Source: an optimization exercise on an open RTL-to-GDS flow (aim: small area). Production flows keep margins and buffers that such runs may drop.
Function was checked by simulation only, so behaviour that the tests miss may differ from the original.
The clock port is modelled as an ideal driver; clocking choices that lean on that would not hold on a real chip.
No activity file was given, so power comes from the tool's default toggle rates.

== job 9043 ==
## BusReader
module BusReader
#(
	parameter bus_width=32,		 
	parameter bus_max_devices=16,
	parameter bus_buffer_size=32,
	parameter device_id=1		 
)
(
	input clk,
	input rst,				 
	input [bus_width-1:0] bus_data,
	input [bus_max_devices-1:0] bus_receiver,
	output [bus_max_devices-1:0] bus_buffer_full,
	input  [bus_max_devices-1:0] bus_voice,
	output [bus_width-1:0] client_data,
	output [bus_max_devices-1:0] client_source_addr,
	input client_next,			 
	output client_buffer_empty,		 
	output client_buffer_full		 
);
Size: roughly 130 I/O pins, ~52,000 µm² of cells after synthesis.
clock: 6.0 ns
lec_check: 0
cap_margin: 10
core_margin: 2
core_utilization: 65
slew_margin: 10
synth_hierarchical: 1
synth_minimum_keep_size: 0
standard.sh (not shown) runs the stock make flow with config.mk's settings and CLKGATE_MAP_FILE= SYNTH_SCRIPT=/design/flow/synth_recipe.tcl, a recipe that flattens the netlist after the stock synthesis.
==> flow/flow/run.sh <==
#!/bin/bash
# Layout flow: the standard ORFS flow (standard.sh), unchanged except for
#  - the port buffers, which are the smallest buffer (buf_1) instead of a delay cell;
#  - the clock tree: small sink clusters under clkbuf_8 leaves, without dummy loads.
# Each step's full output goes to a log file here; ORFS's own logs are under orfs/logs.
set -euo pipefail
export BUFFER_PORTS_ARGS="-buffer_cell sky130_fd_sc_hd__buf_1"
export CTS_ARGS="-sink_clustering_enable -repair_clock_nets -dont_use_dummy_load -sink_clustering_size 16 -sink_clustering_max_diameter 50 -buf_list sky130_fd_sc_hd__clkbuf_8"
bash standard.sh synth > flow_synth.log 2>&1
bash standard.sh finish > flow_layout.log 2>&1
Modified inputs, job 9416 compared to job 9043
Settings: swapping 65 for 40 in CORE_UTILIZATION; swapping 10 for 20 in CAP_MARGIN; swapping 10 for 20 in SLEW_MARGIN.
==> flow/run.sh (new file) <==
#!/bin/bash
# synth_recipe.tcl (not shown) runs the flow's synth.tcl, then flattens the netlist and writes it again
# the make line also repeats each setting of config.mk as NAME=value (left out here)
make -C /OpenROAD-flow-scripts/flow DESIGN_CONFIG=/design/flow/config.mk WORK_HOME=/design/flow/orfs CLKGATE_MAP_FILE= SYNTH_SCRIPT=/design/flow/synth_recipe.tcl finish
removed: flow/flow/run.sh
removed: flow/standard.sh
==> comparison <==
Job 9043 reports its timing endpoint of the critical path as client_data[25] while job 9416 reports client_data[2]. Worst slack on hold paths ended up 0.0034 ns lower on job 9416 than on job 9043. Going from job 9043 to job 9416, die height grows by 27%. Relative to job 9043, the fraction of area in non-clock buffers of job 9416 is higher by 1.9 points.

BusReader, a different RTL version from the one above (not shown whole).
For scale: ~1500 flip-flops, about 130 I/O pins.
export LEC_CHECK = 0
export CAP_MARGIN = 10
export CORE_MARGIN = 2
export CORE_UTILIZATION = 55
export SLEW_MARGIN = 10
export SYNTH_HIERARCHICAL = 1
export SYNTH_MINIMUM_KEEP_SIZE = 0
create_clock -name core_clock -period 6.0 [get_ports {clk}]
==> flow/flow/run.sh <==
#!/bin/bash
# Layout flow: the standard ORFS flow (standard.sh), unchanged except for
#  - the port buffers, which are the smallest buffer (buf_1) instead of a delay cell;
#  - the clock tree: small sink clusters under clkbuf_4 leaves, without dummy
#    loads; then each clock buffer gets the smallest clkbuf size that keeps the
#    slew of the pins it drives under 110 ps (flow/clk_resize.tcl, run at the
#    end of ORFS's CTS step).
# Each step's full output goes to a log file here; ORFS's own logs are under orfs/logs.
set -euo pipefail
here=$(pwd)
export BUFFER_PORTS_ARGS="-buffer_cell sky130_fd_sc_hd__buf_1"
export CTS_ARGS="-sink_clustering_enable -repair_clock_nets -dont_use_dummy_load -sink_clustering_size 10 -sink_clustering_max_diameter 35 -buf_list sky130_fd_sc_hd__clkbuf_4"
export POST_CTS_TCL="$here/flow/clk_resize.tcl"
bash standard.sh synth > flow_synth.log 2>&1
bash standard.sh finish > flow_layout.log 2>&1
Other scripts of this flow, unchanged in this note and not shown: flow/flow/clk_resize.tcl
The baseline passed the timing, design-rule and antenna checks.
Rerun with:
Settings changed: CORE_UTILIZATION 55 to 62.
After rerunning: Wire length goes down by 4.4%. Clock power went down by about 3%. Die area went down by 11%. Worst hold slack is better by 43 ps. Clock-buffer cell count came out lower by 13. First-iteration DRC count went down by 5.6%. Global-route usage went up by 2.3 points. Fmax is higher by 0.82%. Flip-flop and latch count is unchanged. Clock skew barely changes. Sequential share of layout area grows by 0.37 points.

re-timing with driven ports:
The results above use ideal ports. As a check the final layouts listed here were re-extracted and re-timed, cells and wires unchanged.
Step 1 assumes that a clkbuf_16 drives the clock port and a buf_2 every other input.
Step 2, shift: input delay + t, output delay - t, t = (earliest + latest rising clock arrival at the registers) / 2. This alone moves slack from input paths to output paths.
Three values: no drivers, after step 1, after step 2; two values: the first two.
run	t, ns	slack for setup (ns)	clock arrival spread, ns	worst slew at a driven data input, ns	pins driven straight from the clock port
job 9043	0.891	0.526 / 0.454 / 0.660	0.089 / 0.090	0.11	1
job 9416	0.863	0.242 / 0.160 / 0.972	0.045 / 0.044	0.25	1
the first run of note 2	1.184	0.103 / 0.038 / 1.199	0.122 / 0.122	0.06	1
the second run of note 2	1.123	0.151 / 0.084 / 1.206	0.137 / 0.137	0.04	1
After both steps every run listed still meets setup and hold.
